What follows belongs to an exercise in optimizing a design on an open flow for small area; a production flow would make more cautious choices.
The RTL was checked by simulation tests, not by an equivalence proof against the original design.
Power figures rest on the tool's default switching activity, not on a simulated workload.

==> flow/design.v, too long to show whole: its modules and the start of the top module <==
// module ha2n: 4 lines
// module fa3: 4 lines
// module ha2: 4 lines
// module conv1_layer: 3573 lines
module conv1_layer (
  input clk,
  input rst_n,
  input [7:0] data_in,
  output [11:0] conv_out_1, conv_out_2, conv_out_3,
  output valid_out_conv
);
  // ...
==> flow/flow/run.sh <==
#!/bin/bash
# Standard ORFS layout, with one extra step after synthesis: the combinational
# logic of the standard netlist is re-mapped by ABC for area (registers and
# adder cells are kept as synthesized), then the standard flow continues.
set -euo pipefail
R=orfs/results/$FLOW_PLATFORM/conv1_layer/base
LOGD=orfs/logs/$FLOW_PLATFORM/conv1_layer/base
bash standard.sh synth > 1_standard_synth.log 2>&1
python3 flow/clean.py $R/1_2_yosys.v pre.v > 2_clean.log 2>&1
LIB=$FLOW_HOME/platforms/sky130hd/lib/sky130_fd_sc_hd__tt_025C_1v80.lib
DU=$(grep "^abc -script" $LOGD/1_2_yosys.log | grep -o "\-dont_use [^ ]*" | tr '\n' ' ')
KEEP=$(grep -o "sky130_fd_sc_hd__\(df\|fa_\|ha_\|conb\|dl\|sdf\|edf\)[a-z0-9_]*" $R/1_2_yosys.v | sort -u | tr '\n' ' ')
sed -e "s|@LIB@|$LIB|g" -e "s|@DU@|$DU|g" -e "s|@KEEP@|$KEEP|g" -e "s|@ABCSCRIPT@|flow/abc_min.script|g" flow/post.ys.in > post.ys
yosys -s post.ys > 3_post_yosys.log 2>&1
cp $R/1_2_yosys.v 1_2_yosys.standard.v
cp post.v $R/1_2_yosys.v
rm -f $R/1_synth.odb $R/1_synth.sdc
if [[ -f flow/cts_args.txt ]]; then export CTS_ARGS="$(cat flow/cts_args.txt)"; fi
bash standard.sh finish > 4_standard_finish.log 2>&1
==> flow/flow/abc_min.script <==
strash
dch -f
map -a
topo
dnsize -c
==> flow/flow/clean.py <==
import re,sys
# Replace half adders whose SUM output is unused by plain AND gates.
src=open(sys.argv[1]).read()
cells=list(re.finditer(r'(sky130_fd_sc_hd__ha_1)\s+(\S+)\s*\((.*?)\);',src,re.S))
# count net references
refs={}
for m in re.finditer(r'\.(\w+)\(([^()]*)\)',src):
    n=m.group(2).strip(); refs[n]=refs.get(n,0)+1
out=[];last=0;nrep=0
for m in cells:
    pins=dict((p,n.strip()+' ') for p,n in re.findall(r'\.(\w+)\(([^()]*)\)',m.group(3)))
    s=pins.get('SUM','').strip()
    if s=='' or refs.get(s,0)<=1:
        out.append(src[last:m.start()])
        out.append(f"sky130_fd_sc_hd__and2_1 {m.group(2)} (\n    .A({pins['A']}),\n    .B({pins['B']}),\n    .X({pins['COUT']})\n  );")
        last=m.end(); nrep+=1
out.append(src[last:])
open(sys.argv[2],'w').write(''.join(out))
print('replaced',nrep,'half adders',file=sys.stderr)
==> flow/flow/cts_args.txt <==
-sink_clustering_enable -repair_clock_nets -dont_use_dummy_load
==> flow/flow/post.ys.in <==
# Re-map the combinational logic of the standard synthesis netlist with ABC's
# area script. Registers, full adders and half adders stay as they are.
read_liberty -ignore_miss_func @LIB@
read_verilog pre.v
hierarchy -top conv1_layer
setattr -mod -set keep_hierarchy 1 @KEEP@
flatten
select conv1_layer
opt_clean -purge
abc -script @ABCSCRIPT@ -liberty @LIB@ @DU@ -D 10000
opt_clean -purge
splitnets
opt_clean -purge
hilomap -singleton -hicell sky130_fd_sc_hd__conb_1 HI -locell sky130_fd_sc_hd__conb_1 LO
insbuf -buf sky130_fd_sc_hd__buf_4 A X
opt_clean -purge
select -clear
select conv1_layer
stat -liberty @LIB@
check
write_verilog -noattr -nohex -nodec -selected post.v
==> flow/standard.sh <==
#!/bin/bash
# synth_recipe.tcl (not shown) runs the flow's synth.tcl, then flattens the netlist and writes it again
# the make line also repeats each setting of config.mk as NAME=value (left out here)
make -C /OpenROAD-flow-scripts/flow DESIGN_CONFIG=/design/flow/config.mk WORK_HOME=/design/flow/orfs CLKGATE_MAP_FILE= SYNTH_SCRIPT=/design/flow/synth_recipe.tcl "${@:-finish}"
==> flow/config.mk <==
export PLATFORM = sky130hd
export DESIGN_NAME = conv1_layer
export DESIGN_NICKNAME = conv1_layer
export VERILOG_FILES = /design/flow/design.v
export SDC_FILE = /design/flow/constraint.sdc
export NUM_CORES = 4
export LEC_CHECK = 0
export ABC_AREA = 1
export CAP_MARGIN = 20
export CORE_MARGIN = 2
export CORE_UTILIZATION = 40
export SLEW_MARGIN = 20
export SYNTH_HIERARCHICAL = 1
==> flow/constraint.sdc <==
create_clock -name core_clock -period 15.0 [get_ports {clk}]
set_input_delay 3.0000 -clock core_clock [delete_from_list [all_inputs] [get_ports {clk}]]
set_output_delay 3.0000 -clock core_clock [all_outputs]
set_load 0.01 [all_outputs]
==> results.txt, run 1 <==
* 7.873 mW — total power draw
* 46.96% — met2 track demand over resource
* 238100 um — total routed wirelength
* 7237 — Layout Cells excl Fill
* 3 — maximum level of the CTS H-tree
* 0 — final hold violations
* o2[9]$_DFF_P_ — capturing element of the worst setup path
* 32.90 um — routed length per instance
* 36.74% — fraction of standard cell area that is sequential
* 98930 um — total met2 wirelength after detailed routing
* sky130_fd_sc_hd__fa_1 — cell type with the highest occurrence count on the critical path
* multi-input combinational cells — dominant kind of cell by area
* 7.262% — global routing met3 resource utilization
* sr[888]$_DFF_P_ — worst reg2reg startpoint
* 113 — number of buffers created by CTS
* 2.19 mW — Combinational Power
* met2 — busiest layer in global routing
* sky130_fd_sc_hd__clkbuf_16 — clock root buffer
* 8 — number of antenna repair diodes
* 7115 — placed cell count
* register to register — Crit Path Class
* 382.5 um — Die Y
* 102900 um — wl on met1
* 1 — buffering stage count on the worst path with inverters included
* complete, no violations — run status
* 0 ps — Setup TNS Final
* no — setup repair after global routing missed its margin
* 1164 x sky130_fd_sc_hd__dfxtp_1, 948 x sky130_fd_sc_hd__fa_1, 707 x sky130_fd_sc_hd__nor2_1 — most used cells in the layout excluding fill and tap cells
* 3.446% — fraction of final layout cells sized beyond drive strength 1
==> inputs of run 2 (changes only) <==
==> flow/flow/cts_args.txt (replaced) <==
-sink_clustering_enable -repair_clock_nets -dont_use_dummy_load -buf_list sky130_fd_sc_hd__clkbuf_8 -sink_clustering_size 20 -sink_clustering_max_diameter 60
==> run 2 against run 1 <==
  * Non-clock buffer count did not move
  * Sequential share of layout area rose by 0.88 points
  * Routed wire length shrank 0.36%
==> results.txt, run 2 <==
* complete, no violations — run status
* 0.06195 mm^2 — finished layout cell area
* 4847 — DRT iter0 DRCs
* 1164 x sky130_fd_sc_hd__dfxtp_1, 948 x sky130_fd_sc_hd__fa_1, 707 x sky130_fd_sc_hd__nor2_1 — most used cells in the layout excluding fill and tap cells
* 24.67 nW — leakage power of the design
* 7.024 mW — total power draw, -11%
* register to register — class of the tightest hold or removal check
* no — setup repair after global routing missed its margin
* 1.129 — Placer Congestion
* 14 — antenna violations before repair
* 0 — residual overflow from global routing
* 237200 um — total routed wirelength, -0.36%
* 43.65% — final core area utilization
* 0 — post-cts resize count
* sky130_fd_sc_hd__dfxtp_1 — most common cell after layout, fill and taps aside
* 0 — max cap viols
* 0 ps — Setup TNS Final, unchanged
* register — nature of the critical path startpoint
* 13570 — filler instances
* 7115 — placed cell count, unchanged
* 0 — setup repair bufs after CTS
* 382.5 um — Die Y, unchanged
* 382.5 um — die width
* 8.526% — worst-case headroom to the max-slew limit
* 3 — maximum level of the CTS H-tree, unchanged
* 5.513 — per-cell via count in the routed design
* 1 — buffering stage count on the worst path with inverters included, unchanged
* 39823 — number of vias in the routed layout
* 0 — final setup vio count
* 6 — drt first pass iters
* 32.70% — total track usage
* 8.126% — synth-to-layout area growth
* 0 — final hold violations, unchanged
* 15730 ps — worst endpoint required time
* 40.37% — initial cell density of the core
* 3.174% — fraction of final layout cells sized beyond drive strength 1, -0.27 points
* 0.1463 mm^2 — floorplan die area
* 39007 — via count of the first global-routing pass
* 6405 — Final Net Count
* 0.1419 mm^2 — area of the core region
* 880 ps — Critical Path Max Stage Delay
* 1120 — number of flip-flops under the largest register name
* 138 — Std-Cell Rows
* 5120 — cells after synthesis
* 0 — ANT nets after route
* 3 — clock tree buffer depth
* 0.06057 mm^2 — placed standard-cell area
* 321800 um — first-pass GRT wire length
* 78.45% — period utilization
* 98.55 ps — Worst Clk Skew
* 0 — DRC violation count after routing
* sky130_fd_sc_hd__fa_1 — slowest library cell on the worst path
* 0 — Final Max Slew Viols
* 47 — boundary pin count
* sr — register name with the most flops
* 46 — number of port buffers
* 7 — total number of yosys warnings
* 110 ps — clock transition time at the flip-flop clock pins of the worst setup and hold paths
* 0.1959 mV — IR Drop Worst-Case VDD
* built — clock tree from TritonCTS
* 84.98 MHz — Max Freq
* 205400 um — HPWL reported at the end of detailed placement
* fa_1 -> fa_1 -> fa_1 -> fa_1 -> fa_1 -> fa_1 -> fa_1 -> fa_1 -> fa_1 -> fa_1 -> clkinv_1 -> fa_1 -> fa_1 -> fa_1 -> fa_1 -> fa_1 -> fa_1 -> fa_1 -> fa_1 -> fa_1 -> fa_1 -> fa_1 -> fa_1 — cell-by-cell listing of the critical path
* sky130_fd_sc_hd__clkbuf_8 — clock root buffer
* 11.19 um^2 — mean instance size in the synthesized netlist
* adder cells — kind of cell adding the most delay to the critical path
* 11770 ps — fin crit period
* 870 ps — clock latency reported for the late side of the worst-skew pair
* sr (1120), o3 (12) — largest registers ranked by flip-flop count
* 12 — worst-path fanout max
* register to register — Crit Path Class
* sky130_fd_sc_hd__fa_1 — cell type with the highest occurrence count on the critical path
* 21 — pin count of the biggest net entering global routing
* 0 — hold bufs inserted after CTS
* 12490 ps — critical path data arrival time
* 113.4 mW/mm^2 — Cell Pwr Density
* 7223 — Layout Cells excl Fill, -0.19%
* 1164 — sinks on the clock net
* 98 — number of buffers created by CTS, -13%
* register — critical path endpoint category
* 0.05730 mm^2 — Netlist Area Pre-Place
* 32.85 um — routed length per instance, -0.17%
* 1358 ps — Worst-Margin Slew
run 2: power breakdown:
part	leakage, nW	internal, mW	switching, mW	total, mW
clock	0.705	0.578	0.960	1.54
sequential	9.54	3.24	0.0512	3.29
combinational	14.4	0.888	1.31	2.20
run 2: layer usage:
layer | GRT usage, % | share of wire [%] | vias up | wire length [um]
met5 | 0 | 0.019 | - | 46
met4 | 14.81 | 5.7 | 8 | 13490
met3 | 7.814 | 9.6 | 419 | 22780
met2 | 47.13 | 42 | 2031 | 99140
met1 | 46.51 | 43 | 20352 | 101800
li1 | - | - | 17013 | -
run 2: layout make-up:
class,count,area (um^2),area share (%)
Multi-Input combinational cell,3297,31530,50.89
Sequential cell,1164,23300,37.61
Inverter,660,2477,3.999
Tap cell,1890,2365,3.817
Clock buffer,98,1349,2.177
Timing Repair Buffer,105,908.4,1.466
Antenna cell,9,22.52,0.03635
run 2: per-stage QoR:
| step | hold WS, ps | setup slack, ps |
|---|---|---|
| floorplan | 309.6 | 4379 |
| global placement | 309.6 | 3177 |
| detailed placement | 312.1 | 3161 |
| CTS | 211.0 | 3181 |
| global route | 228.8 | 2935 |
| finish | 258.8 | 3233 |
run 2: worst paths after layout:
check	depth (start not counted)	endpoint	startpoint	slack [ps]
max	23	o2[9]$_DFF_P_	sr[888]$_DFF_P_	3230
min	0	sr[697]$_DFF_P_	sr[689]$_DFF_P_	260
max reg2reg	23	o2[9]$_DFF_P_	sr[888]$_DFF_P_	3230
min reg2reg	0	sr[697]$_DFF_P_	sr[689]$_DFF_P_	260
==> inputs of run 3 (changes only) <==
--- a/flow/config.mk
+++ b/flow/config.mk
@@ -8,6 +8,7 @@
 export ABC_AREA = 1
 export CAP_MARGIN = 20
 export CORE_MARGIN = 2
-export CORE_UTILIZATION = 40
+export CORE_UTILIZATION = 55
+export GPL_TIMING_DRIVEN = 0
 export SLEW_MARGIN = 20
 export SYNTH_HIERARCHICAL = 1
==> run 3 against run 2 <==
  * Still clean on timing, DRC and antenna
  * Critical path depth did not move
  * Hold slack improved by 2.6 ps
  * Register-to-register slack got worse by 500 ps
  * Non-clock buffer count fell by 46
  * Synthesized cell count did not move
  * First-iteration DRC count fell by 5.3%
  * Clock-buffer cell count fell by 16
  * Setup slack got worse by 500 ps
  * Clock skew rose by 16 ps
  * Global-route usage rose by 6.8 points
  * Total power fell by 0.12%
  * Sequential share of layout area rose by 0.76 points
  * Highest routed layer is now met4
==> results.txt, run 3 <==
* 0 — setup repair bufs after CTS, unchanged
* register — critical path endpoint category
* 0.02330 mm^2 — Sequential Area, about the same
* 0 ps — Setup TNS Final, unchanged
* 81.51 MHz — Max Freq, -4.1%
* 39.51% — total track usage, +6.8 points
* 0 — DRC violation count after routing, unchanged
* 261.4 ps — post-route worst hold slack, +2.573 ps
* 6646 — Layout Cells excl Fill, -8.0%
* 0 — ANT nets after route, unchanged
* 55.36% — initial cell density of the core, +15 points
* 1277 ps — Worst-Margin Slew, -81.22 ps
* 8603 — filler instances, -37%
* sky130_fd_sc_hd__clkbuf_8 — clock root buffer
* 47.0% — share of total power in sequential cells, +0.2 points
* 0.03154 mm^2 — area of the multi-input gates, about the same
* 47 — boundary pin count, unchanged
* 5.996% — synth-to-layout area growth
* 4589 — DRT iter0 DRCs, -5.3%
* 46 — number of port buffers, unchanged
* 0 — post-cts resize count, unchanged
* 0.1068 mm^2 — floorplan die area, -27%
* 1080 ps — Critical Path Max Stage Delay, +200 ps
* 0.1428 mV — IR Drop Worst-Case VDD, -27%
* 780 ps — clock latency reported for the late side of the worst-skew pair, -90 ps
* 5120 — cells after synthesis, unchanged
* 82 — number of buffers created by CTS, -16%
* 1164 — sinks on the clock net, unchanged
* 12270 ps — fin crit period, +500.7 ps
* 326.8 um — die width, -15%
* 8 — drt first pass iters, +2
* built — clock tree from TritonCTS
* sr — register name with the most flops
* 0 — hold bufs inserted after CTS, unchanged
* 0.05730 mm^2 — Netlist Area Pre-Place, unchanged
* register to register — Crit Path Class
* fa_1 -> fa_1 -> fa_1 -> fa_1 -> fa_1 -> fa_1 -> fa_1 -> fa_1 -> fa_1 -> fa_1 -> fa_1 -> clkinv_1 -> fa_1 -> fa_1 -> fa_1 -> fa_1 -> fa_1 -> fa_1 -> fa_1 -> fa_1 -> fa_1 -> fa_1 -> fa_1 — cell-by-cell listing of the critical path
* 0.1035 mm^2 — area of the core region, -27%
* 5.949 — per-cell via count in the routed design, +7.9%
* 39050 — via count of the first global-routing pass, +0.11%
* sky130_fd_sc_hd__fa_1 — cell type with the highest occurrence count on the critical path
* 3 — clock tree buffer depth, unchanged
* 6560 — placed cell count, -7.8%
* 207300 um — total routed wirelength, -13%
* sr (1120), o3 (12) — largest registers ranked by flip-flop count
* register — nature of the critical path startpoint
* 2.033% — fraction of final layout cells sized beyond drive strength 1, -1.1 points
* 1162 x sky130_fd_sc_hd__dfxtp_1, 948 x sky130_fd_sc_hd__fa_1, 707 x sky130_fd_sc_hd__nor2_1 — most used cells in the layout excluding fill and tap cells
* 8 — antenna violations before repair, -6
* register to register — class of the tightest hold or removal check
* complete, no violations — run status
* 15580 ps — worst endpoint required time, -150 ps
* 110 ps — clock transition time at the flip-flop clock pins of the worst setup and hold paths, about the same
* sky130_fd_sc_hd__dfxtp_1 — most common cell after layout, fill and taps aside
* 0 — final hold violations, unchanged
* 115.5 mW/mm^2 — Cell Pwr Density, +1.9%
* 1.135 — Placer Congestion, +0.53%
* 1120 — number of flip-flops under the largest register name, unchanged
* 11.19 um^2 — mean instance size in the synthesized netlist, unchanged
* 0 — max cap viols, unchanged
* 177400 um — HPWL reported at the end of detailed placement, -14%
* 0 — Final Max Slew Viols, unchanged
* sky130_fd_sc_hd__dfxtp_1 — slowest library cell on the worst path
* 21 — pin count of the biggest net entering global routing, unchanged
* 12850 ps — critical path data arrival time, +360 ps
* 10 — worst-path fanout max, -2
* 326.8 um — Die Y, -15%
* 24.27 nW — leakage power of the design, -1.6%
* 81.79% — period utilization, +3.3 points
* 114.9 ps — Worst Clk Skew, +16.36 ps
* 39539 — number of vias in the routed layout, -0.71%
* 7 — total number of yosys warnings, unchanged
* 33.31% — net switching share of the total power, +0.25 points
* 6343 — Final Net Count, -0.97%
* 118 — Std-Cell Rows, -14%
* 0 — residual overflow from global routing, unchanged
* 3 — maximum level of the CTS H-tree, unchanged
* 290000 um — first-pass GRT wire length, -9.9%
* 0 — final setup vio count, unchanged
* 2.337 mW — Psw, +0.65%
* 31.19 um — routed length per instance, -5.1%
* 33.3% — Logic pwr share, +2.0 points
* no — setup repair after global routing missed its margin
* 19.7% — share of power burned in the clock network, -2.2 points
* 14.24% — worst-case headroom to the max-slew limit, +5.7 points
* 4.679 mW — P_int, -0.50%
## run 3: changes by cell type in the layout (fill, tap and decap cells not counted), moves of 3 or more
cell                        change
sky130_fd_sc_hd__a2111oi_0      -5
sky130_fd_sc_hd__a2111oi_1      +3
sky130_fd_sc_hd__buf_4         -53
sky130_fd_sc_hd__clkbuf_8      -16
sky130_fd_sc_hd__buf_1          +5
sky130_fd_sc_hd__diode_2        -5
## run 3: area by class of cell
cell class | count | share of cell area (%)
timing repair buffer | 50 | 0.8117
inverter | 660 | 4.079
tap | 1380 | 2.843
multi-input combinational | 3297 | 51.94
buffer | 9 | 0.08035
antenna | 4 | 0.01648
sequential | 1164 | 38.37
clock buffer | 82 | 1.858
## run 3: final timing paths
check / startpoint / slack (ps) / end / cells after the start
worst max-delay path: sr[664]$_DFF_P_ / 2730 / o1[9]$_DFF_P_ / 23
worst min-delay path: sr[908]$_DFF_P_ / 260 / sr[916]$_DFF_P_ / 0
worst max register to register: sr[664]$_DFF_P_ / 2730 / o1[9]$_DFF_P_ / 23
worst min register to register: sr[908]$_DFF_P_ / 260 / sr[916]$_DFF_P_ / 0
## run 3: per-stage QoR
step / instance area, um^2 / power, mW / setup slack, ps / util [%]
finish: 60730 / 7.016 / 2732 / 58.68
global route: 60730 / 7.265 / 2672 / 58.67
CTS: 60710 / 6.990 / 2899 / 58.66
detailed placement: 59580 / 5.614 / 2951 / 57.57
global placement: 59520 / 5.596 / 2664 / 57.51
floorplan: 57340 / 4.424 / 4379 / -
## run 3: layer usage
layer | part of all wire [%] | track usage (%) | routed length [um]
met5 | 0 | 0 | 0
met2 | 41 | 54.79 | 84310
met4 | 8.2 | 25.38 | 16940
met1 | 39 | 52.79 | 80380
met3 | 12 | 13.81 | 25620
## run 3: power by group through the flow
stage	combinational, mW	sequential (mW)	clock [mW]
global placement	2.24	3.36	0
detailed placement	2.25	3.36	0
finish	2.34	3.29	1.38
CTS	2.27	3.30	1.43
global route	2.43	3.31	1.53
floorplan	1.06	3.36	0
## run 3: worst max-delay path: cells and delay by family, from the launching register on
family / cells / cell delay (ps)
adder cells (fa/ha/maj): 22 / 10930
flip-flops: 1 / 1080
buffers and inverters: 1 / 70
==> inputs of run 4 (changes only) <==
--- a/flow/config.mk
+++ b/flow/config.mk
@@ -8,7 +8,7 @@
 export ABC_AREA = 1
 export CAP_MARGIN = 20
 export CORE_MARGIN = 2
-export CORE_UTILIZATION = 55
+export CORE_UTILIZATION = 40
 export GPL_TIMING_DRIVEN = 0
 export SLEW_MARGIN = 20
 export SYNTH_HIERARCHICAL = 1
==> run 4 against run 3 <==
  * Synthesized cell count did not move
  * Sequential share of layout area fell by 0.51 points
  * Die area rose by 37%
  * Register-to-register slack got worse by 290 ps
  * Fmax down 2.3%
  * Critical path depth grew 4
  * Total power grew 1.6%
  * Still clean on timing, DRC and antenna
==> results.txt, run 4 <==
* complete, no violations — run status
* 11.19 um^2 — mean instance size in the synthesized netlist, unchanged
* 1164 — sinks on the clock net, unchanged
* 46 — number of port buffers, unchanged
* 180900 um — HPWL reported at the end of detailed placement, +2.0%
* 293700 um — first-pass GRT wire length, +1.3%
* 110 ps — clock transition time at the flip-flop clock pins of the worst setup and hold paths, about the same
* 7069 — placed cell count, +7.8%
* 0 — max cap viols, unchanged
* 21.69% — worst-case headroom to the max-slew limit, +7.4 points
* 15680 ps — worst endpoint required time, +100 ps
* 1120 — number of flip-flops under the largest register name, unchanged
* 0 — final setup vio count, unchanged
* 29.15% — total track usage, -10 points
* 38435 — via count of the first global-routing pass, -1.6%
* 1.113 — Placer Congestion, -2.0%
* 382.5 um — Die Y, +17%
* 0 — final hold violations, unchanged
* sky130_fd_sc_hd__fa_1 — cell type with the highest occurrence count on the critical path
* 0.1463 mm^2 — floorplan die area, +37%
* 3 — clock tree buffer depth, unchanged
* 211400 um — total routed wirelength, +2.0%
* 79.62 MHz — Max Freq, -2.3%
* 39267 — number of vias in the routed layout, -0.69%
* sky130_fd_sc_hd__clkbuf_8 — clock root buffer
* 0 — DRC violation count after routing, unchanged
* 13240 ps — critical path data arrival time, +390 ps
* 1171 ps — Worst-Margin Slew, -105.8 ps
* 1162 x sky130_fd_sc_hd__dfxtp_1, 948 x sky130_fd_sc_hd__fa_1, 707 x sky130_fd_sc_hd__nor2_1 — most used cells in the layout excluding fill and tap cells
* 47 — boundary pin count, unchanged
* 115.8 mW/mm^2 — Cell Pwr Density, +0.28%
* register to register — class of the tightest hold or removal check
* 7.424% — synth-to-layout area growth
* 3 — maximum level of the CTS H-tree, unchanged
* sky130_fd_sc_hd__dfxtp_1 — most common cell after layout, fill and taps aside
* register to register — Crit Path Class
* 245.2 ps — post-route worst hold slack, -16.21 ps
* 138 — Std-Cell Rows, +17%
* 382.5 um — die width, +17%
* 0.1330 mV — IR Drop Worst-Case VDD, -6.8%
* 0 ps — Setup TNS Final, unchanged
* 0 — hold bufs inserted after CTS, unchanged
* 29.48 um — routed length per instance, -5.5%
* 0 — Final Max Slew Viols, unchanged
* 7170 — Layout Cells excl Fill, +7.9%
* 2.314% — fraction of final layout cells sized beyond drive strength 1, +0.28 points
* 0 — residual overflow from global routing, unchanged
* register — nature of the critical path startpoint
* sr (1120), o3 (12) — largest registers ranked by flip-flop count
* 860 ps — clock latency reported for the late side of the worst-skew pair, +80 ps
* 5120 — cells after synthesis, unchanged
* 24.36 nW — leakage power of the design, +0.37%
* 83.74% — period utilization, +1.9 points
* 6354 — Final Net Count, +0.17%
* sr — register name with the most flops
* no — setup repair after global routing missed its margin
* 1070 ps — Critical Path Max Stage Delay, about the same
* 7.130 mW — total power draw, +1.6%
* 43.37% — final core area utilization, -15 points
* 4934 — DRT iter0 DRCs, +7.5%
* 13 — antenna violations before repair, +5
* 0 — post-cts resize count, unchanged
* 0.05730 mm^2 — Netlist Area Pre-Place, unchanged
* 21 — pin count of the biggest net entering global routing, unchanged
* 10 — worst-path fanout max, unchanged
* register — critical path endpoint category
* 117.9 ps — Worst Clk Skew, +3.031 ps
* 94 — number of buffers created by CTS, +15%
* 7 — total number of yosys warnings, unchanged
* 6 — drt first pass iters, -2
* 0 — setup repair bufs after CTS, unchanged
* 0 — ANT nets after route, unchanged
* 12560 ps — fin crit period, +292.2 ps
* built — clock tree from TritonCTS
* 5.477 — per-cell via count in the routed design, -7.9%
* sky130_fd_sc_hd__dfxtp_1 — slowest library cell on the worst path
* 0.1419 mm^2 — area of the core region, +37%
* 4 — buffering stage count on the worst path with inverters included, +3
* adder cells — kind of cell adding the most delay to the critical path
* 40.37% — initial cell density of the core, -15 points
==> run 4: report_power, final <==
part / total [mW] / switching [mW] / internal (mW)
sequential: 3.29 / 0.0531 / 3.24
clock: 1.48 / 0.924 / 0.555
combinational: 2.36 / 1.41 / 0.950
total: 7.13 / 2.39 / 4.74
==> run 4: worst reg2reg max path: stages, from the launching register on <==
cell	delay [ps]
sky130_fd_sc_hd__dfxtp_1	1070
sky130_fd_sc_hd__clkinv_1	470
sky130_fd_sc_hd__ha_1	850
sky130_fd_sc_hd__clkinv_1	190
sky130_fd_sc_hd__nor2_1	260
sky130_fd_sc_hd__a21oi_1	90
sky130_fd_sc_hd__xor2_1	160
sky130_fd_sc_hd__clkinv_1	110
sky130_fd_sc_hd__a211oi_1	720
sky130_fd_sc_hd__fa_1	570
sky130_fd_sc_hd__fa_1	600
sky130_fd_sc_hd__clkinv_1	90
sky130_fd_sc_hd__fa_1	470
sky130_fd_sc_hd__fa_1	500
sky130_fd_sc_hd__fa_1	560
sky130_fd_sc_hd__fa_1	440
sky130_fd_sc_hd__fa_1	510
sky130_fd_sc_hd__fa_1	440
sky130_fd_sc_hd__fa_1	410
sky130_fd_sc_hd__fa_1	410
sky130_fd_sc_hd__fa_1	470
sky130_fd_sc_hd__fa_1	440
sky130_fd_sc_hd__fa_1	420
sky130_fd_sc_hd__fa_1	490
sky130_fd_sc_hd__fa_1	420
sky130_fd_sc_hd__fa_1	390
sky130_fd_sc_hd__fa_1	390
sky130_fd_sc_hd__fa_1	430
==> run 4: final cells by class <==
type,instances,area (um^2)
Antenna cell,7,17.52
Buffer,9,48.80
Clock buffer,94,1294
Fill cell,13491,80380
Inverter,660,2477
Multi-Input combinational cell,3297,31560
Sequential cell,1164,23300
Tap cell,1890,2365
Timing Repair Buffer,49,480.5
==> run 4: path summary, 6_finish.rpt <==
kind	start	cells past startpoint	endpoint	slack [ps]
worst min register to register	sr[142]$_DFF_P_	0	sr[150]$_DFF_P_	250
worst min-delay path	sr[142]$_DFF_P_	0	sr[150]$_DFF_P_	250
worst max register to register	sr[424]$_DFF_P_	27	o3[10]$_DFF_P_	2440
worst max-delay path	sr[424]$_DFF_P_	27	o3[10]$_DFF_P_	2440
==> run 4: per-layer routing <==
metal  global-route usage (%)  vias up  part of all wire (%)
li1                         -    16921                     -
met1                    39.65    19682                    41
met2                    40.56     2175                    41
met3                    8.264      485                    11
met4                    18.80        4                   7.7
met5                  0.03307        -                 0.010
==> run 4: through the flow <==
step	area, um^2	worst slack (ps)
after floorplan	57340	4379
after global placement	60160	2648
after detailed placement	60230	2567
after CTS	61520	2496
after global routing	61540	2019
final	61550	2440
==> inputs of run 5 (changes only) <==
==> flow/flow/cts_args.txt (replaced) <==
-sink_clustering_enable -repair_clock_nets -dont_use_dummy_load -buf_list sky130_fd_sc_hd__clkbuf_16 -sink_clustering_size 32 -sink_clustering_max_diameter 90
--- a/flow/config.mk
+++ b/flow/config.mk
@@ -9,6 +9,5 @@
 export CAP_MARGIN = 20
 export CORE_MARGIN = 2
 export CORE_UTILIZATION = 40
-export GPL_TIMING_DRIVEN = 0
 export SLEW_MARGIN = 20
 export SYNTH_HIERARCHICAL = 1
==> run 5 against run 4 <==
  * Clock-buffer cell count fell by 35
  * Sequential power barely moved
  * Still clean on timing, DRC and antenna
  * Global-route usage rose by 3.4 points
  * Design area rose by 0.85%
  * Non-clock buffer count rose by 47
  * Die area did not move
  * Via count rose by 0.69%
  * Critical path depth fell by 4
  * Cell count rose by 0.15%
  * Clock skew fell by 29 ps
  * Register-to-register slack improved by 810 ps
==> results.txt, run 5 <==
* complete, no violations — run status
* 32.56% — total track usage, +3.4 points
* no — setup repair after global routing missed its margin
* 59 — number of buffers created by CTS, -37%
* 12.58% — worst-case headroom to the max-slew limit, -9.1 points
* 4.821 mW — P_int, +1.7%
* 23.2% — share of power burned in the clock network, +2.4 points
* 2.316 mW — Psw, -3.0%
* 730 ps — clock latency reported for the late side of the worst-skew pair, -130 ps
* 7 — total number of yosys warnings, unchanged
* 1164 — sinks on the clock net, unchanged
* sky130_fd_sc_hd__fa_1 — cell type with the highest occurrence count on the critical path
* 12 — worst-path fanout max, +2
* 0 — setup repair bufs after CTS, unchanged
* 46 — number of port buffers, unchanged
* sky130_fd_sc_hd__fa_1 — slowest library cell on the worst path
* 11750 ps — fin crit period, -807.4 ps
* 3247 ps — least setup slack across all paths after layout, +807.4 ps
* 0 ps — Setup TNS Final, unchanged
* 5120 — cells after synthesis, unchanged
* 138 — Std-Cell Rows, unchanged
* 3161 ps — Setup Slack @ Placement, +594.2 ps
* fa_1 -> fa_1 -> fa_1 -> fa_1 -> fa_1 -> fa_1 -> fa_1 -> fa_1 -> fa_1 -> fa_1 -> clkinv_1 -> fa_1 -> fa_1 -> fa_1 -> fa_1 -> fa_1 -> fa_1 -> fa_1 -> fa_1 -> fa_1 -> fa_1 -> fa_1 -> fa_1 — cell-by-cell listing of the critical path
* 382.5 um — die width, unchanged
* 43.73% — final core area utilization, +0.37 points
* 1 — buffering stage count on the worst path with inverters included, -3
* sky130_fd_sc_hd__dfxtp_1 — most common cell after layout, fill and taps aside
* sky130_fd_sc_hd__clkbuf_16 — clock root buffer
* 1164 x sky130_fd_sc_hd__dfxtp_1, 948 x sky130_fd_sc_hd__fa_1, 707 x sky130_fd_sc_hd__nor2_1 — most used cells in the layout excluding fill and tap cells
* register — nature of the critical path startpoint
* 0 — max cap viols, unchanged
* 11.19 um^2 — mean instance size in the synthesized netlist, unchanged
* 12340 ps — critical path data arrival time, -900 ps
* sr[888]$_DFF_P_ — worst reg2reg startpoint
* sr — register name with the most flops
* 8 — drt first pass iters, +2
* 38613 — via count of the first global-routing pass, +0.46%
* 0 — hold bufs inserted after CTS, unchanged
* 6366 — Final Net Count, +0.19%
* 5.506 — per-cell via count in the routed design, +0.54%
* 0 — DRC violation count after routing, unchanged
* 0 — final setup vio count, unchanged
* 0 — ANT nets after route, unchanged
* 88.89 ps — Worst Clk Skew, -29.06 ps
* register to register — Crit Path Class
* 1.129 — Placer Congestion, +1.5%
* 85.08 MHz — Max Freq, +6.9%
* 0 — Final Max Slew Viols, unchanged
* 0 — post-cts resize count, unchanged
* 3 — clock tree buffer depth, unchanged
* 47 — boundary pin count, unchanged
* o2[9]$_DFF_P_ — capturing element of the worst setup path
* 0.05730 mm^2 — Netlist Area Pre-Place, unchanged
* 8.335% — synth-to-layout area growth
* 3250 ps — reg-to-reg slack, setup, +810 ps
* 2 — maximum level of the CTS H-tree, -1
* 0 — final hold violations, unchanged
* built — clock tree from TritonCTS
* 0.1925 mV — IR Drop Worst-Case VDD, +45%
* 0.1419 mm^2 — area of the core region, unchanged
* 1298 ps — Worst-Margin Slew, +126.9 ps
* sr (1120), o3 (12) — largest registers ranked by flip-flop count
* 2.460% — fraction of final layout cells sized beyond drive strength 1, +0.15 points
* 40.37% — initial cell density of the core, unchanged
* 24.69 nW — leakage power of the design, +1.4%
* o2[9]$_DFF_P_ — Worst R2R End
* 23 — total number of cells along the worst setup path, -15%
* 236700 um — total routed wirelength, +12%
* 115.0 mW/mm^2 — Cell Pwr Density, -0.75%
* sr[888]$_DFF_P_ — Critical Path Start
* 0.1463 mm^2 — floorplan die area, unchanged
* 110 ps — clock transition time at the flip-flop clock pins of the worst setup and hold paths, about the same
* 15590 ps — worst endpoint required time, -90 ps
* 23 — Register-to-Register Path Depth, -15%
* adder cells — kind of cell adding the most delay to the critical path
* 32.97 um — routed length per instance, +12%
* 46.1% — share of total power in sequential cells, about the same
* register to register — class of the tightest hold or removal check
* 39539 — number of vias in the routed layout, +0.69%
* 1120 — number of flip-flops under the largest register name, unchanged
* 30.8% — Logic pwr share, -2.3 points
* 382.5 um — Die Y, unchanged
* 900 ps — Critical Path Max Stage Delay, -170 ps
* 287.9 ps — post-route worst hold slack, +42.69 ps
* 0 — residual overflow from global routing, unchanged
* 205400 um — HPWL reported at the end of detailed placement, +14%
* 4737 — DRT iter0 DRCs, -4.0%
* 12 — antenna violations before repair, -1
* 78.35% — period utilization, -5.4 points
* 32.46% — net switching share of the total power, -1.0 points
* 321200 um — first-pass GRT wire length, +9.4%
* 7.137 mW — total power draw, about the same
* register — critical path endpoint category
* 33 — pin count of the biggest net entering global routing, +57%
[run 5: cell types whose count changed in the layout (fill, tap and decap cells not counted), moves of 3 or more]
cell and change:
sky130_fd_sc_hd__a2111oi_0 +3, sky130_fd_sc_hd__a2111oi_2 -3, sky130_fd_sc_hd__buf_1 -5, sky130_fd_sc_hd__buf_4 +52
sky130_fd_sc_hd__clkbuf_16 +59, sky130_fd_sc_hd__clkbuf_8 -94
[run 5: worst min path at each step]
stage / startpoint / to / slack [ps] / depth (start not counted)
2_1_floorplan: sr[992]$_DFF_P_ / sr[1000]$_DFF_P_ / 310 / 0
3_3_place_gp: sr[689]$_DFF_P_ / sr[697]$_DFF_P_ / 310 / 0
3_5_place_dp: sr[487]$_DFF_P_ / sr[495]$_DFF_P_ / 310 / 0
4_1_cts: sr[77]$_DFF_P_ / sr[85]$_DFF_P_ / 280 / 0
5_1_grt: sr[162]$_DFF_P_ / sr[170]$_DFF_P_ / 280 / 0
6_report: sr[242]$_DFF_P_ / sr[250]$_DFF_P_ / 290 / 0
[run 5: final cells by class]
cell class,count,area [um^2]
antenna,6,15.01
clock buffer,59,1476
fill,13534,79860
inverter,660,2477
multi-input combinational,3297,31530
sequential,1164,23300
tap,1890,2365
timing repair buffer,105,908.4
[run 5: routing by layer]
layer	part of all wire [%]	global-route usage [%]	wire, um	up-vias
met1	43	46.53	101900	20332
met3	9.5	7.319	22370	332
met5	0.032	0	76	-
met2	42	47.42	99830	1904
li1	-	-	-	16959
met4	5.3	13.95	12500	12
[run 5: per-stage QoR]
step	instance area, um^2	instances
3_3_place_gp	60560	7115
3_5_place_dp	60570	7115
4_1_cts	62050	7174
6_report	62070	7181
2_1_floorplan	57340	5130
5_1_grt	62060	7175
[run 5: power groups by stage]
stage          Combinational (mW)  Clock (mW)  Sequential [mW]
6_report                     2.19        1.65             3.29
5_1_grt                      2.39        1.82             3.30
4_1_cts                      2.19        1.72             3.29
3_5_place_dp                 2.16           0             3.36
3_3_place_gp                 2.19           0             3.36
2_1_floorplan                1.06           0             3.36
==> inputs of run 6 (changes only) <==
==> flow/flow/cts_args.txt (replaced) <==
-sink_clustering_enable -repair_clock_nets -dont_use_dummy_load -buf_list sky130_fd_sc_hd__clkbuf_4 -sink_clustering_size 10 -sink_clustering_max_diameter 45
--- a/flow/config.mk
+++ b/flow/config.mk
@@ -9,5 +9,6 @@
 export CAP_MARGIN = 20
 export CORE_MARGIN = 2
 export CORE_UTILIZATION = 40
+export GPL_TIMING_DRIVEN = 0
 export SLEW_MARGIN = 20
 export SYNTH_HIERARCHICAL = 1
==> run 6 against run 5 <==
  * Critical path depth grew 4
  * Non-clock buffer count shrank 47
  * First-iteration DRC count increased by 4.4%
  * Via count grew 0.76%
  * Sequential share of layout area grew 0.38 points
  * Setup slack got worse by 790 ps
  * Design area decreased by 0.99%
  * Die area stayed put
  * Synthesized cell count unchanged
  * Combinational power is 9% higher
  * Critical endpoint is now o3[10]$_DFF_P_
  * Largest power group unchanged
  * Largest cell class unchanged
==> results.txt, run 6 <==
* complete, no violations — run status
* 47 — boundary pin count, unchanged
* sr — register name with the most flops
* no — setup repair after global routing missed its margin
* 0 — hold bufs inserted after CTS, unchanged
* 0 — residual overflow from global routing, unchanged
* 115.4 mW/mm^2 — Cell Pwr Density, +0.37%
* 13590 ps — critical path data arrival time, +1250 ps
* sky130_fd_sc_hd__clkbuf_4 — clock root buffer
* 3 — clock tree buffer depth, unchanged
* 382.5 um — die width, unchanged
* 12550 ps — fin crit period, +793.3 ps
* 16050 ps — worst endpoint required time, +460 ps
* 0.1318 mV — IR Drop Worst-Case VDD, -32%
* 24.42 nW — leakage power of the design, -1.1%
* 0.1463 mm^2 — floorplan die area, unchanged
* 29.35% — total track usage, -3.2 points
* 295400 um — first-pass GRT wire length, -8.0%
* register — nature of the critical path startpoint
* 0 — max cap viols, unchanged
* 212100 um — total routed wirelength, -10%
* 0.05730 mm^2 — Netlist Area Pre-Place, unchanged
* 6420 — Final Net Count, +0.85%
* register to register — class of the tightest hold or removal check
* 14 — antenna violations before repair, +2
* 382.5 um — Die Y, unchanged
* 0 — final setup vio count, unchanged
* built — clock tree from TritonCTS
* register — critical path endpoint category
* 79.70 MHz — Max Freq, -6.3%
* 2567 ps — Setup Slack @ Placement, -594.2 ps
* sr[424]$_DFF_P_ — worst reg2reg startpoint
* 0.1419 mm^2 — area of the core region, unchanged
* 160 — number of buffers created by CTS, +170%
* register to register — Crit Path Class
* sky130_fd_sc_hd__dfxtp_1 — most common cell after layout, fill and taps aside
* 0 — DRC violation count after routing, unchanged
* 180900 um — HPWL reported at the end of detailed placement, -12%
* 27 — Register-to-Register Path Depth, +17%
* 5.502 — per-cell via count in the routed design, about the same
* 0 — post-cts resize count, unchanged
* 138 — Std-Cell Rows, unchanged
* 6 — drt first pass iters, -2
* 46 — number of port buffers, unchanged
* 1273 ps — Worst-Margin Slew, -24.48 ps
* 0 — ANT nets after route, unchanged
* 0 — Final Max Slew Viols, unchanged
* 4 — maximum level of the CTS H-tree, +2
* sr[424]$_DFF_P_ — Critical Path Start
* 14.34% — worst-case headroom to the max-slew limit, +1.8 points
* 11.19 um^2 — mean instance size in the synthesized netlist, unchanged
* 153.5 ps — Worst Clk Skew, +64.64 ps
* 10 — worst-path fanout max, -2
* 2454 ps — least setup slack across all paths after layout, -793.3 ps
* 1162 x sky130_fd_sc_hd__dfxtp_1, 948 x sky130_fd_sc_hd__fa_1, 707 x sky130_fd_sc_hd__nor2_1 — most used cells in the layout excluding fill and tap cells
* 0 ps — Setup TNS Final, unchanged
* 17 — pin count of the biggest net entering global routing, -48%
* 13528 — filler instances, -0.044%
* 0 — final hold violations, unchanged
* 1.113 — Placer Congestion, -1.4%
* 4946 — DRT iter0 DRCs, +4.4%
* 1240 ps — clock latency reported for the late side of the worst-skew pair, +510 ps
* 39058 — via count of the first global-routing pass, +1.2%
* 0 — setup repair bufs after CTS, unchanged
* o3[10]$_DFF_P_ — capturing element of the worst setup path
* 39841 — number of vias in the routed layout, +0.76%
* 7 — total number of yosys warnings, unchanged
* 5120 — cells after synthesis, unchanged
* 7.267% — synth-to-layout area growth
* sr (1120), o3 (12) — largest registers ranked by flip-flop count
* sr[767]$_DFF_P_ — Hold Path Origin
* o3[10]$_DFF_P_ — Worst R2R End
* 1164 — sinks on the clock net, unchanged
* 110 ps — clock transition time at the flip-flop clock pins of the worst setup and hold paths, about the same
* 83.64% — period utilization, +5.3 points
* 3.484% — fraction of final layout cells sized beyond drive strength 1, +1.0 points
* 2450 ps — reg-to-reg slack, setup, -790 ps
* 29.29 um — routed length per instance, -11%
* 1120 — number of flip-flops under the largest register name, unchanged
* 40.37% — initial cell density of the core, unchanged
-- run 6: layout make-up --
type | instances | area [um^2] | area share [%]
Antenna cell | 12 | 30.03 | 0.04886
Buffer | 9 | 48.80 | 0.07939
Clock buffer | 160 | 1201 | 1.954
Inverter | 660 | 2477 | 4.031
Multi-Input combinational cell | 3297 | 31550 | 51.34
Sequential cell | 1164 | 23300 | 37.92
Tap cell | 1890 | 2365 | 3.848
Timing Repair Buffer | 49 | 480.5 | 0.7817
-- run 6: worst min-delay path by stage --
stage,end,slack (ps),depth (start not counted)
floorplan,sr[1000]$_DFF_P_,310,0
global placement,sr[124]$_DFF_P_,310,0
detailed placement,sr[834]$_DFF_P_,310,0
CTS,sr[688]$_DFF_P_,240,0
global route,sr[688]$_DFF_P_,240,0
finish,sr[775]$_DFF_P_,250,0
-- run 6: report_power, final --
| part | switching, mW | internal [mW] |
|---|---|---|
| registers | 0.0530 | 3.24 |
| clock network | 0.941 | 0.487 |
| logic | 1.42 | 0.952 |
| total | 2.42 | 4.68 |
-- run 6: stage by stage --
stage | hold WS, ps | power, mW | cell area [um^2] | utilization [%] | instances
after floorplan | 309.6 | 4.424 | 57340 | - | 5130
final | 247.8 | 7.093 | 61460 | 43.30 | 7241
after CTS | 242.0 | 7.154 | 61430 | 43.28 | 7229
after detailed placement | 312.1 | 5.683 | 60230 | 42.43 | 7069
after global placement | 309.5 | 5.682 | 60160 | 42.39 | 7066
after global routing | 240.7 | 7.465 | 61450 | 43.29 | 7236
-- run 6: worst max-delay path: stages, from the launching register on --
cell,delay (ps)
sky130_fd_sc_hd__dfxtp_1,1070
sky130_fd_sc_hd__clkinv_1,430
sky130_fd_sc_hd__ha_1,820
sky130_fd_sc_hd__clkinv_1,180
sky130_fd_sc_hd__nor2_1,250
sky130_fd_sc_hd__a21oi_1,90
sky130_fd_sc_hd__xor2_1,160
sky130_fd_sc_hd__clkinv_1,110
sky130_fd_sc_hd__a211oi_1,780
sky130_fd_sc_hd__fa_1,580
sky130_fd_sc_hd__fa_1,610
sky130_fd_sc_hd__clkinv_1,90
sky130_fd_sc_hd__fa_1,460
sky130_fd_sc_hd__fa_1,500
sky130_fd_sc_hd__fa_1,560
sky130_fd_sc_hd__fa_1,450
sky130_fd_sc_hd__fa_1,520
sky130_fd_sc_hd__fa_1,440
sky130_fd_sc_hd__fa_1,420
sky130_fd_sc_hd__fa_1,410
sky130_fd_sc_hd__fa_1,460
sky130_fd_sc_hd__fa_1,440
sky130_fd_sc_hd__fa_1,430
sky130_fd_sc_hd__fa_1,480
sky130_fd_sc_hd__fa_1,420
sky130_fd_sc_hd__fa_1,390
sky130_fd_sc_hd__fa_1,390
sky130_fd_sc_hd__fa_1,430
-- run 6: metal layers --
metal	GRT usage, %	part of all wire (%)
met5	0	0.013
met3	8.869	11
met4	18.50	7.4
met2	40.76	41
met1	39.83	41
==> inputs of run 7 (changes only) <==
--- a/flow/config.mk
+++ b/flow/config.mk
@@ -8,7 +8,7 @@
 export ABC_AREA = 1
 export CAP_MARGIN = 20
 export CORE_MARGIN = 2
-export CORE_UTILIZATION = 40
+export CORE_UTILIZATION = 55
 export GPL_TIMING_DRIVEN = 0
 export SLEW_MARGIN = 20
 export SYNTH_HIERARCHICAL = 1
==> run 7 against run 6 <==
  * Synthesized cell count stayed put
  * Sequential share of layout area is 0.46 points higher
  * Register-to-register slack better by 400 ps
  * Design area is 1.2% lower
  * Via count is 0.11% lower
  * Largest cell class unchanged
  * Highest routed layer unchanged
==> results.txt, run 7 <==
* complete, no violations — run status
* 39797 — number of vias in the routed layout, -0.11%
* 6410 — Final Net Count, -0.16%
* 55.36% — initial cell density of the core, +15 points
* register — nature of the critical path startpoint
* 149 — number of buffers created by CTS, -6.9%
* 6716 — Layout Cells excl Fill, -7.3%
* 0.06073 mm^2 — finished layout cell area, -1.2%
* 115.3 mW/mm^2 — Cell Pwr Density, -0.11%
* 4.645 mW — P_int, -0.64%
* 207700 um — total routed wirelength, -2.1%
* 0.05730 mm^2 — Netlist Area Pre-Place, unchanged
* 1110 ps — clock latency reported for the late side of the worst-skew pair, -130 ps
* 19.6% — share of power burned in the clock network, -0.5 points
* 39.81% — total track usage, +10 points
* 3 — clock tree buffer depth, unchanged
* 0 — DRC violation count after routing, unchanged
* 0 — final setup vio count, unchanged
* 10 — worst-path fanout max, unchanged
* built — clock tree from TritonCTS
* 1203 ps — Worst-Margin Slew, -70.41 ps
* 1.135 — Placer Congestion, +2.0%
* 5.992% — synth-to-layout area growth
* 33.4% — Logic pwr share, about the same
* 4 — maximum level of the CTS H-tree, unchanged
* register to register — class of the tightest hold or removal check
* 118 — Std-Cell Rows, -14%
* 5120 — cells after synthesis, unchanged
* 14.61% — global routing met3 resource utilization, +5.7 points
* 9 — drt first pass iters, +3
* adder cells — kind of cell adding the most delay to the critical path
* 24.37 nW — leakage power of the design, -0.21%
* 0 — residual overflow from global routing, unchanged
* sky130_fd_sc_hd__dfxtp_1 — slowest library cell on the worst path
* 12150 ps — fin crit period, -395.2 ps
* fa_1 -> fa_1 -> fa_1 -> fa_1 -> fa_1 -> fa_1 -> fa_1 -> fa_1 -> fa_1 -> fa_1 -> fa_1 -> clkinv_1 -> fa_1 -> fa_1 -> fa_1 -> fa_1 -> fa_1 -> fa_1 -> fa_1 -> fa_1 -> fa_1 -> fa_1 -> fa_1 — cell-by-cell listing of the critical path
* 3.265% — fraction of final layout cells sized beyond drive strength 1, -0.22 points
* 1164 — sinks on the clock net, unchanged
* 1120 — number of flip-flops under the largest register name, unchanged
* 0 — max cap viols, unchanged
* 0 ps — Setup TNS Final, unchanged
* 19.08% — worst-case headroom to the max-slew limit, +4.7 points
* 33.65% — net switching share of the total power, -0.44 points
* 52.84% — global-route track usage on met1, +13 points
* 0.1501 mV — IR Drop Worst-Case VDD, +14%
* 177400 um — HPWL reported at the end of detailed placement, -1.9%
* 326.8 um — Die Y, -15%
* 54.65% — met2 track demand over resource, +14 points
* 17 — pin count of the biggest net entering global routing, unchanged
* 292100 um — first-pass GRT wire length, -1.1%
* 47.0% — share of total power in sequential cells, +0.6 points
* 1162 x sky130_fd_sc_hd__dfxtp_1, 948 x sky130_fd_sc_hd__fa_1, 707 x sky130_fd_sc_hd__nor2_1 — most used cells in the layout excluding fill and tap cells
* 0 — ANT nets after route, unchanged
* 90 ps — clock transition time at the flip-flop clock pins of the worst setup and hold paths, -20 ps
* 81.01% — period utilization, -2.6 points
* 0.05958 mm^2 — placed standard-cell area, -1.1%
* 0 — final hold violations, unchanged
* 7 — total number of yosys warnings, unchanged
* no — setup repair after global routing missed its margin
* 0 — post-cts resize count, unchanged
* 82.30 MHz — Max Freq, +3.3%
* 15920 ps — worst endpoint required time, -130 ps
* register — critical path endpoint category
* 6560 — placed cell count, -7.2%
* 1030 ps — Critical Path Max Stage Delay, -40 ps
* register to register — Crit Path Class
* 30.93 um — routed length per instance, +5.6%
* 0.1035 mm^2 — area of the core region, -27%
* 0 — Final Max Slew Viols, unchanged
* sr — register name with the most flops
* met2 — busiest layer in global routing
* 46 — number of port buffers, unchanged
* 5.926 — per-cell via count in the routed design, +7.7%
* 8641 — filler instances, -36%
* 0 — hold bufs inserted after CTS, unchanged
* 13070 ps — critical path data arrival time, -520 ps
* sky130_fd_sc_hd__clkbuf_4 — clock root buffer
* 0 — setup repair bufs after CTS, unchanged
* 47 — boundary pin count, unchanged
* 117.4 ps — Worst Clk Skew, -36.11 ps
* 11.19 um^2 — mean instance size in the synthesized netlist, unchanged
* sr (1120), o3 (12) — largest registers ranked by flip-flop count
* 2.356 mW — Psw, -2.6%
* 326.8 um — die width, -15%
* sky130_fd_sc_hd__dfxtp_1 — most common cell after layout, fill and taps aside
* 10 — antenna violations before repair, -4
* 4490 — DRT iter0 DRCs, -9.2%
* 39717 — via count of the first global-routing pass, +1.7%
* sky130_fd_sc_hd__fa_1 — cell type with the highest occurrence count on the critical path
* 0.1068 mm^2 — floorplan die area, -27%
* 1 — buffering stage count on the worst path with inverters included, -3
-- run 7: final cells by class --
cell class	instances	area (um^2)	share of cell area [%]
Timing Repair Buffer	50	493.0	0.8117
Multi-Input combinational cell	3297	31540	51.94
Antenna cell	7	17.52	0.02884
Inverter	660	2477	4.079
Sequential cell	1164	23300	38.37
Clock buffer	149	1119	1.842
Buffer	9	48.80	0.08035
Tap cell	1380	1727	2.843
-- run 7: final timing paths --
check / startpoint / end / slack, ps / cells after the start
setup reg to reg: sr[664]$_DFF_P_ / o1[9]$_DFF_P_ / 2850 / 23
setup / recovery: sr[664]$_DFF_P_ / o1[9]$_DFF_P_ / 2850 / 23
hold / removal: sr[764]$_DFF_P_ / sr[772]$_DFF_P_ / 260 / 0
hold reg to reg: sr[764]$_DFF_P_ / sr[772]$_DFF_P_ / 260 / 0
-- run 7: metal layers --
metal / vias to the layer above / part of all wire [%]
li1: 17067 / -
met1: 19733 / 39
met2: 2401 / 41
met3: 594 / 13
met4: 2 / 8.2
met5: - / 0.0063
-- run 7: through the flow --
step | power [mW] | hold WS (ps) | utilization [%] | worst slack [ps]
final | 7.001 | 255.6 | 58.68 | 2849
after global routing | 7.269 | 231.4 | 58.68 | 2732
after CTS | 6.990 | 229.8 | 58.65 | 2968
after detailed placement | 5.614 | 312.1 | 57.57 | 2951
after global placement | 5.596 | 309.5 | 57.51 | 2664
after floorplan | 4.424 | 309.6 | - | 4379
-- run 7: power groups by stage --
stage	clock network, mW	registers (mW)	logic [mW]
2_1_floorplan	0	3.36	1.06
3_3_place_gp	0	3.36	2.24
3_5_place_dp	0	3.36	2.25
4_1_cts	1.43	3.30	2.27
5_1_grt	1.55	3.30	2.42
6_report	1.37	3.29	2.34
==> inputs of run 8 (changes only) <==
==> flow/flow/cts_args.txt (replaced) <==
-sink_clustering_enable -repair_clock_nets -dont_use_dummy_load -buf_list sky130_fd_sc_hd__clkbuf_8 -sink_clustering_size 20 -sink_clustering_max_diameter 90
--- a/flow/config.mk
+++ b/flow/config.mk
@@ -8,7 +8,7 @@
 export ABC_AREA = 1
 export CAP_MARGIN = 20
 export CORE_MARGIN = 2
-export CORE_UTILIZATION = 55
+export CORE_UTILIZATION = 40
 export GPL_TIMING_DRIVEN = 0
 export SLEW_MARGIN = 20
 export SYNTH_HIERARCHICAL = 1
==> run 8 against run 7 <==
  * Fmax fell by 2.1%
  * Die area rose by 37%
  * Core utilization decreased by 15 points
  * Combinational power about the same
  * Critical endpoint is now o3[10]$_DFF_P_
  * Design area is 0.92% higher
  * Total power up 0.43%
  * Routed wire length grew 1.8%
  * Sequential cell count is the same
  * Clock power barely moved
  * Cell count rose by 6.5%
  * Register-to-register slack lost 260 ps
  * Largest cell class unchanged
  * Still clean
  * Largest power group unchanged
==> results.txt, run 8 <==
* 211600 um — total routed wirelength, +1.8%
* sky130_fd_sc_hd__fa_1 — cell type with the highest occurrence count on the critical path
* 0 — post-cts resize count, unchanged
* 13120 ps — critical path data arrival time, +50 ps
* 39273 — number of vias in the routed layout, -1.3%
* 40.37% — initial cell density of the core, -15 points
* 0.1349 mV — IR Drop Worst-Case VDD, -10%
* 6.970% — synth-to-layout area growth
* 10 — worst-path fanout max, unchanged
* no — setup repair after global routing missed its margin
* sky130_fd_sc_hd__dfxtp_1 — most common cell after layout, fill and taps aside
* 21 — pin count of the biggest net entering global routing, +4
* 0 — DRC violation count after routing, unchanged
* 27 — total number of cells along the worst setup path, +17%
* 5120 — cells after synthesis, unchanged
* 0 — cell depth of the worst min-delay path, unchanged
* 29.58 um — routed length per instance, -4.4%
* 11.19 um^2 — mean instance size in the synthesized netlist, unchanged
* 0 — final hold violations, unchanged
* 4.642 mW — P_int, about the same
* register — critical path endpoint category
* 47 — boundary pin count, unchanged
* 1.113 — Placer Congestion, -2.0%
* 33.7% — Logic pwr share, +0.3 points
* 5.490 — per-cell via count in the routed design, -7.3%
* built — clock tree from TritonCTS
* 13525 — filler instances, +57%
* 1.922% — fraction of final layout cells sized beyond drive strength 1, -1.3 points
* 0 — setup repair bufs after CTS, unchanged
* 1162 x sky130_fd_sc_hd__dfxtp_1, 948 x sky130_fd_sc_hd__fa_1, 707 x sky130_fd_sc_hd__nor2_1 — most used cells in the layout excluding fill and tap cells
* 24.23 nW — leakage power of the design, -0.57%
* 7 — total number of yosys warnings, unchanged
* 11 — antenna violations before repair, +1
* sr (1120), o3 (12) — largest registers ranked by flip-flop count
* 110 ps — clock transition time at the flip-flop clock pins of the worst setup and hold paths, +20 ps
* 0.1419 mm^2 — area of the core region, +37%
* 0 — ANT nets after route, unchanged
* 293600 um — first-pass GRT wire length, +0.54%
* 19.5% — share of power burned in the clock network, about the same
* 382.5 um — die width, +17%
* sky130_fd_sc_hd__dfxtp_1 — slowest library cell on the worst path
* 0.06129 mm^2 — finished layout cell area, +0.92%
* 2.389 mW — Psw, +1.4%
* 0.06023 mm^2 — placed standard-cell area, +1.1%
* 3 — maximum level of the CTS H-tree, -1
* 7069 — placed cell count, +7.8%
* register — nature of the critical path startpoint
* 38297 — via count of the first global-routing pass, -3.6%
* 6.481% — worst-case headroom to the max-slew limit, -13 points
* 267.8 ps — post-route worst hold slack, +12.22 ps
* 0 — Final Max Slew Viols, unchanged
* 80.58 MHz — Max Freq, -2.1%
* 76 — number of buffers created by CTS, -49%
* 0 — max cap viols, unchanged
* 0 — final setup vio count, unchanged
* 138 — Std-Cell Rows, +17%
* 1164 — sinks on the clock net, unchanged
* 3 — clock tree buffer depth, unchanged
* 46.8% — share of total power in sequential cells, -0.2 points
* 1394 ps — Worst-Margin Slew, +191.7 ps
* 180900 um — HPWL reported at the end of detailed placement, +2.0%
* 6 — drt first pass iters, -3
* 0 — residual overflow from global routing, unchanged
* 0.03155 mm^2 — area of the multi-input gates, about the same
* sr — register name with the most flops
* 4 — buffering stage count on the worst path with inverters included, +3
* 12410 ps — fin crit period, +259.2 ps
* 97.93 ps — Worst Clk Skew, -19.49 ps
* 0.05730 mm^2 — Netlist Area Pre-Place, unchanged
* sky130_fd_sc_hd__clkbuf_8 — clock root buffer
* 870 ps — clock latency reported for the late side of the worst-skew pair, -240 ps
* 0 — hold bufs inserted after CTS, unchanged
* 1080 ps — Critical Path Max Stage Delay, +50 ps
* 46 — number of port buffers, unchanged
* 0.1463 mm^2 — floorplan die area, +37%
* register to register — Crit Path Class
* 0 ps — Setup TNS Final, unchanged
* register to register — class of the tightest hold or removal check
* 1120 — number of flip-flops under the largest register name, unchanged
* adder cells — kind of cell adding the most delay to the critical path
* 27 — Register-to-Register Path Depth, +17%
* 43.18% — final core area utilization, -15 points
* 382.5 um — Die Y, +17%
* 29.18% — total track usage, -11 points
* complete, no violations — run status
* 82.74% — period utilization, +1.7 points
* 0.02330 mm^2 — Sequential Area, unchanged
* 15710 ps — worst endpoint required time, -210 ps
* 33.98% — net switching share of the total power, +0.33 points
* 114.7 mW/mm^2 — Cell Pwr Density, -0.49%
* 5043 — DRT iter0 DRCs, +12%
* 7153 — Layout Cells excl Fill, +6.5%
* 6336 — Final Net Count, -1.2%
[run 8: final cells by class]
type | instances | share of cell area, %
flip-flops and latches | 1164 | 38.02
multi-input cells | 3297 | 51.47
inverters | 660 | 4.042
repair buffers | 49 | 0.7839
well taps | 1890 | 3.858
diodes | 8 | 0.03266
clock buffers | 76 | 1.707
plain buffers | 9 | 0.07961
[run 8: worst paths after layout]
kind | start | end | slack (ps)
worst max-delay path | sr[424]$_DFF_P_ | o3[10]$_DFF_P_ | 2590
worst min-delay path | sr[796]$_DFF_P_ | sr[804]$_DFF_P_ | 270
worst max register to register | sr[424]$_DFF_P_ | o3[10]$_DFF_P_ | 2590
worst min register to register | sr[796]$_DFF_P_ | sr[804]$_DFF_P_ | 270
[run 8: power groups by stage]
stage / clock network (mW) / registers [mW] / logic (mW)
floorplan: 0 / 3.36 / 1.06
global placement: 0 / 3.36 / 2.32
detailed placement: 0 / 3.36 / 2.32
CTS: 1.45 / 3.29 / 2.34
global route: 1.55 / 3.30 / 2.52
finish: 1.37 / 3.29 / 2.37
[run 8: layer usage]
metal	global-route usage [%]	routed length (um)	share of wire [%]
met1	39.94	86190	41
met4	19.20	16690	7.9
met5	0	13	0.0061
met2	40.37	85400	40
met3	7.977	23270	11
[run 8: through the flow]
stage | worst slack [ps] | power (mW)
floorplan | 4379 | 4.424
global placement | 2648 | 5.682
detailed placement | 2567 | 5.683
CTS | 2561 | 7.076
global route | 2098 | 7.365
finish | 2590 | 7.031

[port drivers added, routing unchanged]
The flow's constraints put no driver on any port. The routed layouts listed below were extracted and timed again, unchanged, in two steps. Step 1: set_driving_cell puts a clkbuf_16 on clk and a buf_2 on each other input, an assumption about the parent block. Step 2 adds t to the input delays and takes it off the output delays; t is the mean of the earliest and latest rising clock arrival at the registers after step 1. Input paths then give back, and output paths get back, about the clock's delay inside the block. Three values: ideal ports, drivers, drivers and shift; two values: the first two.
run | shift t [ns] | slack for setup (ns) | worst data-port slew with drivers (ns) | cell pins on the clock port's net
run 1 | 0.794 | 3.282 / 3.282 / 3.282 | 0.04 | 1
run 2 | 0.896 | 3.233 / 3.233 / 3.233 | 0.04 | 1
run 3 | 0.799 | 2.732 / 2.732 / 2.732 | 0.04 | 1
run 4 | 0.871 | 2.440 / 2.440 / 2.440 | 0.04 | 1
run 5 | 0.762 | 3.247 / 3.247 / 3.247 | 0.04 | 1
run 6 | 1.214 | 2.454 / 2.454 / 2.454 | 0.04 | 1
run 7 | 1.131 | 2.849 / 2.849 / 2.849 | 0.05 | 1
run 8 | 0.892 | 2.590 / 2.590 / 2.590 | 0.04 | 1
After both steps every run listed still meets setup and hold.
